Source: an optimization exercise on an open RTL-to-GDS flow (aim: small area, a short achievable clock period and few clock cycles). Production flows keep margins and buffers that such runs may drop.
Function was checked by simulation only, so behaviour that the tests miss may differ from the original.

$ cat flow/constraint.sdc
create_clock -name core_clock -period 13.0 [get_ports {clk}]
set_input_delay 2.6000 -clock core_clock [delete_from_list [all_inputs] [get_ports {clk}]]
set_output_delay 2.6000 -clock core_clock [all_outputs]
set_load 0.01 [all_outputs]
$ cat flow/design.v
`timescale 1ns / 1ps
module KAG #(parameter m=3)(
    input clk,rstn,
    input [3:0]addr,  
    input [(m*m)-1:0] kernel,  
    output out
    );
    reg [(m*m)-1:0] k_mem;  
    always @(posedge clk)
     begin
        if(!rstn)
            k_mem <= 0;  
        else
            k_mem <= kernel;
     end
     assign out = k_mem[addr];  
endmodule
`timescale 1ns / 1ps
module IAG #(parameter w=220, h=220, m=3)(
    input clk,rstn,start,fetch,slide,
    input [3:0]pixel_count,
    output wire [15:0]img_addr,
    output reg [15:0]res_addr,
    output wire conv_complete
    );
    wire [15:0]base_addr;
    reg [15:0]offset;
    reg [9:0]col_offset, row_offset;
    reg [3:0]col_addr;
    assign base_addr = (w*row_offset)+col_offset;
    assign img_addr = base_addr+offset;
    assign conv_complete = (col_offset==w-m) && (row_offset==h-m);
    always @(posedge clk)
    begin
        if(!rstn || start)
         begin
            offset <= 0;
            col_offset <= 0;
            row_offset <= 0;
            col_addr <= 1;
          end
        else if(fetch)
            begin
            if(col_addr<m)
                 begin
                   offset <= offset+1;
                   col_addr <= col_addr+1;
                 end
            else
                 begin
                    offset <= offset+(w-m+1);
                    col_addr <= 1;
                 end
            if(pixel_count==(((m*m)-1)/2))res_addr <= img_addr;
            end
        else if(slide)
            begin
            offset <= 0;
            col_addr <= 1;
            if(col_offset<w-m)
                col_offset <= col_offset+1;
            else if(row_offset<h-m)
                begin
                col_offset <= 0;
                row_offset <= row_offset+1;
                end
            end
    end
endmodule
`timescale 1ns / 1ps
module Compute(
        input clk,rstn,
        input ker_val,res_rst,  
        input acc_en,           
        input [7:0]img_val,  
        output reg [15:0] temp_res
    );
    wire [15:0]product;
    assign product = ker_val*img_val;
    always @(posedge clk)
        begin
        if(!rstn || res_rst)temp_res <= 0;
        else if(acc_en)
        temp_res <= temp_res+product;
        end
endmodule
`timescale 1ns / 1ps
module control#(parameter m=3, w=220, h=220)(
    input rstn,clk,ready,
    input [(m*m)-1:0] kernel,
    output wire [15:0] img_addr,
    output wire img_rd,
    input [7:0] img_data,
    output wire res_valid,
    output wire [15:0] res_addr,
    output wire [7:0] out,
    output reg finish
    );
    reg [3:0]pixel_count;
    reg [3:0]ker_addr;
    reg acc_en;
    wire fetch,slide,start,res_rst;
    wire [15:0] res;
    wire [15:0] ker_res;
    wire ker_val;
    wire conv_complete;
    reg [2:0] state;
    parameter S0 = 3'b000, S1 = 3'b001, S2 = 3'b010, S3 = 3'b011;
    assign start = (state==S0) && ready;
    assign fetch = (state==S1);
    assign slide = (state==S3);
    assign res_rst = (state==S3);
    KAG #(m) ker(clk,rstn,ker_addr,kernel,ker_val);
    IAG #(w,h,m) img(clk,rstn,start,fetch,slide,pixel_count,img_addr,res_addr,conv_complete);
    Compute cmp(clk,rstn,ker_val,res_rst,acc_en,img_data,res);
    assign img_rd = fetch;
    assign ker_res = res/(m*m);
    assign out = ker_res[7:0];
    assign res_valid = (state==S3);
    always @ (posedge clk)
    begin
       if(!rstn)
         begin
           state <= S0;
           pixel_count <= 0;
           ker_addr <= 0;
           acc_en <= 0;
           finish <= 0;
         end
       else
         begin
           finish <= 0;
           acc_en <= fetch;
           ker_addr <= pixel_count;
           case(state)
             S0: if(ready)
                   begin
                     state <= S1;
                     pixel_count <= 0;
                   end
             S1: if(pixel_count>=(m*m-1))state <= S2;
                 else pixel_count <= pixel_count+1;
             S2: state <= S3;
             S3: begin
                   pixel_count <= 0;
                   if(conv_complete)
                     begin
                       state <= S0;
                       finish <= 1;
                     end
                   else state <= S1;
                 end
             default: state <= S0;
           endcase
         end
    end
endmodule
$ cat flow/run.sh
#!/bin/bash
# synth_recipe.tcl (not shown) runs the flow's synth.tcl, then flattens the netlist and writes it again
# the make line also repeats each setting of config.mk as NAME=value (left out here)
make -C /OpenROAD-flow-scripts/flow DESIGN_CONFIG=/design/flow/config.mk WORK_HOME=/design/flow/orfs CLKGATE_MAP_FILE= SYNTH_SCRIPT=/design/flow/synth_recipe.tcl finish
$ cat flow/config.mk
export PLATFORM = sky130hd
export DESIGN_NAME = control
export DESIGN_NICKNAME = control
export VERILOG_FILES = /design/flow/design.v
export SDC_FILE = /design/flow/constraint.sdc
export NUM_CORES = 4
export LEC_CHECK = 0
export CAP_MARGIN = 20
export CORE_MARGIN = 2
export CORE_UTILIZATION = 40
export SLEW_MARGIN = 20
==> impl_metrics.toml, run 1 <==
[timing]
setup_violations = 0
tightest_slew_ns = 0.973
fin_crit_ns = 12.50
worst_slack_ns = 0.496
max_slew_margin = 0.351
hold_viol_final = 0
skew_ns = 0.0117
hold_ws_ns = 0.505
fmax_ghz = 0.0800
post-route-period-util = 0.962
finalMaxSlewViolations = 0

[synthesis]
ys_top_cells_by_area = "dfxtp_1 (14%), ha_1 (9.0%), fa_1 (6.0%)"
synth_seq_cells = 93
syn-cell-area_mm2 = 0.0107
synth_fp_nets = 1485
seq_area_frac_synth = 0.190
synth_ff_type = "dfxtp_1"
synth_area_per_cell_um2 = 7.87
synthCells = 1356
synthMostInstantiatedCell = "nor2_1"
synth_edf_count = 16
synthArstFlopShare = 0
synth_cell_types = 107
synth_warnings = 4
netlist.area_leader.share = 0.145
yosysTopAreaCell = "dfxtp_1"
synth_commonest_cells = "nor2_1 (131), inv_1 (119), nand2_1 (92)"

[worst_setup_path]
setup.worst_path.end_class = "output pin"
cpPeakStageDelay_ns = 0.48
crit_start = "cmp.temp_res[12]"
crit_top_cell = "buf_4"
crit_required_ns = 10.40
slowest_stage = "clkdlybuf4s50_1"
r2r_slack_ns = 7.86
r2r-end = "img.res_addr[15]"
setup.worst_path.end = "out[0]"
reg2reg_from = "img.row_offset[3]"
crit_type = "flip-flop to output pin"
cp_max_fo = 8
cp.arrival_ns = 9.90
r2r_cells = 22
worst_setup_path_start_kind = "flip-flop"

[floorplanning]
dieArea_mm2 = 0.0280
start_util = 0.408
io_pins = 63
die_x_um = 167
core_mm2 = 0.0261
fp.dieH_um = 167
rows = 59

[cells_and_area]
nets = 1563
stdcell_count = 1773
final_util = 0.476
antenna_cells = 0
seqCellArea_mm2 = 0.00202
fillers = 2626
layout-drive-gt1-share = 0.120
syn2layout_area_growth_pct = 16.6
multiInputGateArea_mm2 = 0.00824

[hold_path]
hold_class = "flip-flop to flip-flop"

[clock_network]
h-tree-depth = 3
cts_tree = "built"
clock_path_buffers = 2
clock-sinks = 93
clkTransAtPathRegs_ns = 0.06
clock-root-buffer = "clkbuf_16"
cts_inserted_buffers = 9
insertion_delay_ns = 0.35

[status]
status = "complete, no violations"

[detailed_routing]
drt-initial-drc-count = 720
drc = 0
final_antenna_net_count = 0
wl_mm = 28.5
drt_pass1_iterations = 18
wl_per_cell_um = 16.1
num_vias = 10100
drt-vias-per-instance = 5.68

[global_routing]
grt_pass1_vias = 9249
grt_pass1_wl_mm = 46.1
grt_max_degree = 33
grt_overflow = 0
grt_util_all_layers = 0.197
antenna_found_initial = 0

[place]
dpl.cell_count = 1741
dp_hpwl_mm = 21.9
pre_cts_ws_ns = 0.273
routabilityCongestion = 0.890
io_buffers = 62

[job]
drv_cap = 0
## cells in the final DEF, fill, tap and decap left out, drive strengths merged, types with 15 or more instances in the layout
cell type        n
o211ai          19
and3            29
ha              77
o21ai           66
fa              32
nand2           93
and2            41
dfxtp           77
a21o            23
clkdlybuf4s50   62
xnor2           66
inv            125
or2             16
buf             48
mux2i           19
edfxtp          16
nor3            38
a211oi          28
nor2           133
nand3           57
o21bai          18
a21oi           80
nor2b           15
## timing repair
action | in CTS | in global routing
setup endpoints to repair | 1 | 2
buffers inserted | 2 | 14
resized for setup | 3 | 49
endpoints found under the hold margin | 0 | 0
gates cloned | 0 | 1
hold buffers | 0 | 0
pin swaps | 1 | 9
## sequential cells by signal, summed over array words and instances, names as in the netlist, 4 cells and up
signal and flops:
cmp.temp_res 16, img.col_addr 4, img.col_offset 10, img.offset 16, img.res_addr 16, img.row_offset 10
ker.k_mem 9, ker_addr 4, pixel_count 4
## worst min path at each step
stage	start	endpoint	slack [ns]	cells after the start
detailed placement	img.col_addr[3]	img.col_addr[3]	0.49	1
global placement	img.col_addr[2]	img.col_addr[2]	0.48	1
CTS	img.col_addr[3]	img.col_addr[3]	0.50	1
floorplan	img.offset[14]	img.offset[14]	0.47	2
finish	img.col_addr[2]	img.col_addr[2]	0.51	1
global route	img.col_addr[2]	img.col_addr[2]	0.53	1
## metrics by stage
| step | setup TNS, ns | area, um2 |
|---|---|---|
| 5_1_grt | -0.0490 | 12400 |
| 4_1_cts | 0 | 12100 |
| 2_1_floorplan | 0 | 10700 |
| 3_5_place_dp | 0 | 11700 |
| 6_report | 0 | 12400 |
| 3_3_place_gp | 0 | 11700 |
## critical path: cells and delay by family (launching register included)
kind | cells | cell delay [ns]
buffers and inverters | 6 | 1.19
AND/OR/NAND/NOR | 14 | 2.78
flip-flops | 1 | 0.32
XOR/XNOR | 1 | 0.15
multiplexers | 2 | 0.54
adder cells (fa/ha/maj) | 2 | 0.49
AO/OA/AOI/OAI | 15 | 4.07
## layer usage
layer / track usage / up-vias / wire (um)
li1: - / 5052 / -
met1: 0.283 / 4761 / 14100
met2: 0.309 / 227 / 12800
met3: 0.0317 / 30 / 1200
met4: 0.0457 / 0 / 440
met5: 0 / - / 0
## kinds of logic (layout without fill, tap and decap cells)
logic type,count (synthesis),count (layout),share of synthesized area
AOI/OAI and AO/OA,381,382,0.258
xor gates and xnor gates,79,79,0.0649
adders and majority gates,114,114,0.155
buffers and inverters,170,251,0.0643
DFF,93,93,0.190
muxes,28,28,0.0301
and+or+nand+nor,491,491,0.238
## cell type report
cell class / count / share of cell area
Clock inverter: 2 / 0.00131
Timing Repair Buffer: 110 / 0.0799
Tap cell: 335 / 0.0337
Multi-Input combinational cell: 1094 / 0.663
Inverter: 126 / 0.0380
Clock buffer: 13 / 0.0217
Sequential cell: 93 / 0.163
Testbench counts, summed over its fixed seeds: cycles 3,136,596.
==> run 2, diff against run 1 <==
==> flow/design.v (replaced) <==
`timescale 1ns / 1ps
module control#(parameter m=3, w=220, h=220)(
    input rstn,clk,ready,
    input [(m*m)-1:0] kernel,
    output wire [15:0] img_addr,
    output wire img_rd,
    input [7:0] img_data,
    output wire res_valid,
    output wire [15:0] res_addr,
    output wire [7:0] out,
    output wire finish
    );
    localparam K     = 6;
    localparam L     = K + 2;
    localparam NFULL = (h - 2) / K;
    localparam REM   = (h - 2) % K;
    localparam KL    = (REM == 0) ? K : REM;       
    localparam SKIP  = K - KL;                     
    localparam [15:0] ST_ROW   = w;
    localparam [15:0] ST_COL   = 16'd1 - w*(L-1);
    localparam [15:0] ST_STRIP = 16'd1 - 2*w;
    localparam [15:0] ST_LAST  = 16'd1 - 2*w - w*SKIP;
    localparam [15:0] A_PRELAST = w*((NFULL-1)*K + L - 1) + w - 1;
    localparam [15:0] RS_ROW   = w;
    localparam [15:0] RS_COL   = 16'd1 - w*(K-1);
    localparam [15:0] RS_COLL  = 16'd1 - w*(KL-1);
    localparam [15:0] RS_STRIP = 16'd3;
    reg        run;
    reg [15:0] ra;
    reg [2:0]  rc;           
    reg [7:0]  cc;           
    reg        last_strip;
    wire start   = ready & ~run;
    wire rc_end  = (rc == L-1);
    wire cc_end  = (cc == w-1);
    wire prelast = (ra == A_PRELAST) & (REM != 0);
    assign img_rd   = run;
    assign img_addr = ra;
    always @(posedge clk) begin
        if (!rstn) run <= 1'b0;
        else if (start) run <= 1'b1;
        else if (rc_end & cc_end & (last_strip | (REM == 0 & ra == w*h-1))) run <= 1'b0;
    end
    always @(posedge clk) begin
        if (start) begin
            ra <= 16'd0;
            rc <= 3'd0;
            cc <= 8'd0;
            last_strip <= 1'b0;
        end else begin
            rc <= rc + 3'd1;
            if (!rc_end) ra <= ra + ST_ROW;
            else if (!cc_end) ra <= ra + ST_COL;
            else if (prelast) ra <= ra + ST_LAST;
            else ra <= ra + ST_STRIP;
            if (rc_end) cc <= cc_end ? 8'd0 : cc + 8'd1;
            if (rc_end & cc_end & prelast) last_strip <= 1'b1;
        end
    end
    wire rv = run & (cc >= 2) & (last_strip ? (rc >= 2 + SKIP) : (rc >= 2));
    wire re = cc_end;
    reg [8:0] kr;
    always @(posedge clk) kr <= kernel;
    reg [7:0] sr [0:2*L+2];
    integer i;
    always @(posedge clk) begin
        sr[0] <= img_data;
        for (i = 1; i <= 2*L+2; i = i + 1) sr[i] <= sr[i-1];
    end
    function [7:0] tap(input integer r, input integer c);
        tap = sr[(2-c)*L + (2-r)] & {8{kr[3*r+c]}};
    endfunction
    wire [11:0] sum = tap(0,0) + tap(0,1) + tap(0,2)
                    + tap(1,0) + tap(1,1) + tap(1,2)
                    + tap(2,0) + tap(2,1) + tap(2,2);
    reg [11:0] s_r;
    always @(posedge clk) s_r <= sum;
    wire [19:0] prod = s_r * 20'd455 + 20'd256;
    reg [7:0] q_r;
    always @(posedge clk) q_r <= prod[19:12];
    assign out = q_r;
    localparam D = 4;
    reg [D-1:0] vp;
    reg [D-1:0] ep;
    reg [D-1:0] fp;
    wire rf = run & rc_end & cc_end & last_strip;
    always @(posedge clk) begin
        if (!rstn) begin vp <= 0; fp <= 0; end
        else begin vp <= {vp[D-2:0], rv}; fp <= {fp[D-2:0], rf}; end
        ep <= {ep[D-2:0], re};
    end
    assign res_valid = vp[D-1];
    wire col_last = vp[D-1] & ~vp[D-2];
    assign finish = fp[D-1];
    reg [15:0] rs;
    always @(posedge clk) begin
        if (start) rs <= w + 1;
        else if (res_valid) begin
            if (!col_last) rs <= rs + RS_ROW;
            else if (!ep[D-1]) rs <= rs + (last_strip ? RS_COLL : RS_COL);
            else rs <= rs + RS_STRIP;
        end
    end
    assign res_addr = rs;
endmodule
==> impl_metrics.toml, run 2 <==
[worst_setup_path]
path_cells = "nand2_1, fa_1, inv_1, fa_1, fa_1, fa_1, ha_1, fa_1, a21o_1, a21oi_1, o21ai_0, o41ai_1, xnor2_1"
setup.worst_path.end_class = "flip-flop"
crit_required_ns = 13.45
slowest_stage = "fa_1"
crit_type = "flip-flop to flip-flop"
cp_max_fo = 8
crit_family = "adder cells"
worst_setup_path_start_kind = "flip-flop"
cpPeakStageDelay_ns = 0.54
cp.arrival_ns = 4.90
worst-path-buf-inv = 1
crit_top_cell = "fa_1"

[detailed_routing]
drt-vias-per-instance = 4.72
wl_mm = 20.3
drc = 0
drt_pass1_iterations = 5
wl_per_cell_um = 13.9
num_vias = 6902
drt-initial-drc-count = 330
final_antenna_net_count = 0

[global_routing]
antenna_found_initial = 0
grt_util_all_layers = 0.144
grt_pass1_wl_mm = 33.8
grt_pass1_vias = 6886
grt_max_degree = 33
grt_overflow = 0

[clock_network]
clock_path_buffers = 3
post_cts_resized = 0
cts_tree = "built"
cts_hold_buf = 0
cts_inserted_buffers = 26
clkTransAtPathRegs_ns = 0.06
clock-sinks = 238
postCtsSetupRepairBufs = 0
clock-root-buffer = "clkbuf_16"
h-tree-depth = 1
insertion_delay_ns = 0.52

[synthesis]
ys_top_cells_by_area = "dfxtp_1 (43%), fa_1 (15%), ha_1 (12%)"
synth_commonest_cells = "dfxtp_1 (238), inv_1 (131), ha_1 (102)"
synth_compound_area_frac = 0.0914
syn-cell-area_mm2 = 0.0110
netlist.area_leader.share = 0.434
seq_area_frac_synth = 0.434
yosysTopAreaCell = "dfxtp_1"
synth_warnings = 2
synth_area_per_cell_um2 = 10.7
synthSimpleGateAreaFrac = 0.117
synthArstFlopShare = 0
synth_xor_area_frac = 0.0391
synth_top_family_by_area = "adder cells"
synthAdderAreaFrac = 0.264
synth_cell_types = 64
synthCells = 1026
synth_seq_cells = 238
synth_mux_area_frac = 0.00274
synth_fp_nets = 1229
synth_edf_count = 0
synthMostInstantiatedCell = "dfxtp_1"
synth_ff_type = "dfxtp_1"

[floorplanning]
dieArea_mm2 = 0.0288
io_pins = 63
die_x_um = 170
core_mm2 = 0.0270
fp.dieH_um = 170
rows = 60
start_util = 0.407

[timing]
finalMaxSlewViolations = 0
skew_ns = 0.0168
fmax_ghz = 0.225
worst_slack_ns = 8.55
post-route-period-util = 0.342
max_slew_margin = 0.304
tns_ns = 0
rsz0062_at_grt = "no"
setup_violations = 0
fin_crit_ns = 4.45
tightest_slew_ns = 1.04
hold_viol_final = 0

[cells_and_area]
syn2layout_area_growth_pct = 17.1
top_register = "sr"
stdcell_count = 1462
final_common_cell = "dfxtp_1"
largest_reg_flops = 152
nets = 1304
layout-drive-gt1-share = 0.0491
reg_top3 = "sr (152), ra (16), rs (16)"
final_util = 0.477
most-common-layout-cells = "dfxtp_1 (238), inv_1 (131), ha_1 (102), nand2_1 (92), fa_1 (81)"
antenna_cells = 0

[place]
dp_hpwl_mm = 15.4
routabilityCongestion = 0.871
pre_cts_ws_ns = 8.59
io_buffers = 62
dpl.cell_count = 1414

[status]
status = "complete, no violations"

[job]
drv_cap = 0

[hold_path]
hold_class = "flip-flop to flip-flop"
[run 2: through the flow]
stage | hold slack, ns | area, um2
2_1_floorplan | 0.310 | 11000
4_1_cts | 0.320 | 12800
3_5_place_dp | 0.312 | 12000
5_1_grt | 0.327 | 12800
3_3_place_gp | 0.310 | 12000
6_report | 0.313 | 12800
[run 2: kinds of logic (layout without fill, tap and decap cells)]
kind of cell,after synthesis,count (layout)
AND/OR/NAND/NOR,263,263
flip-flops,238,238
adder cells (fa/ha/maj),183,183
buffers and inverters,149,244
AO/OA/AOI/OAI,141,141
XOR/XNOR,49,49
multiplexers,3,3
[run 2: path summary, 6_finish.rpt]
check / slack, ns / cells past startpoint / endpoint / startpoint
max: 8.55 / 13 / s_r[10] / kr[6]
min: 0.31 / 0 / sr[16][6] / sr[15][6]
max reg2reg: 8.55 / 13 / s_r[10] / kr[6]
min reg2reg: 0.31 / 0 / sr[16][6] / sr[15][6]
[run 2: cell type report]
cell class | instances | area [um2]
multi-input combinational | 639 | 5650
sequential | 238 | 4760
inverter | 131 | 492
fill | 2440 | 14100
tap | 341 | 427
clock buffer | 31 | 689
clock inverter | 17 | 188
timing repair buffer | 65 | 643
[run 2: worst register-to-register path, cell delays in order, from the launching register on]
cell and delay (ns):
dfxtp_1 0.46, nand2_1 0.13, fa_1 0.54, inv_1 0.05, fa_1 0.54, fa_1 0.45
fa_1 0.49, ha_1 0.23, fa_1 0.41, a21o_1 0.20, a21oi_1 0.21, o21ai_0 0.16
o41ai_1 0.35, xnor2_1 0.16
[run 2: per-layer routing]
| layer | track usage | part of all wire |
|---|---|---|
| met1 | 0.211 | 0.52 |
| met2 | 0.218 | 0.42 |
| met3 | 0.0271 | 0.045 |
| met4 | 0.0353 | 0.016 |
| met5 | 0 | 0 |
Testbench counts of run 2, summed over its fixed seeds: cycles 390,750.

[re-timing with driven ports]
The flow's constraints put no driver on any port. The routed layouts listed below were extracted and timed again, unchanged, in two steps.
Step 1: set_driving_cell puts a clkbuf_16 on clk and a buf_2 on each other input, an assumption about the parent block.
Step 2 moves the port delays by t, midway between the first and last clock arrival at a register: inputs arrive t later, outputs are due t later. That takes back most of the time a late clock gives input paths.
Three values: ideal, step 1, step 2; two values: the first two.
run | t (ns) | slack for setup (ns) | worst register clock-pin slew, ns
run 1 | 0.389 | 0.496 / 0.454 / 0.843 | 0.07 / 0.07
run 2 | 0.561 | 8.552 / 8.552 / 8.552 | 0.06 / 0.06
After both steps setup and hold are still met in every run listed.
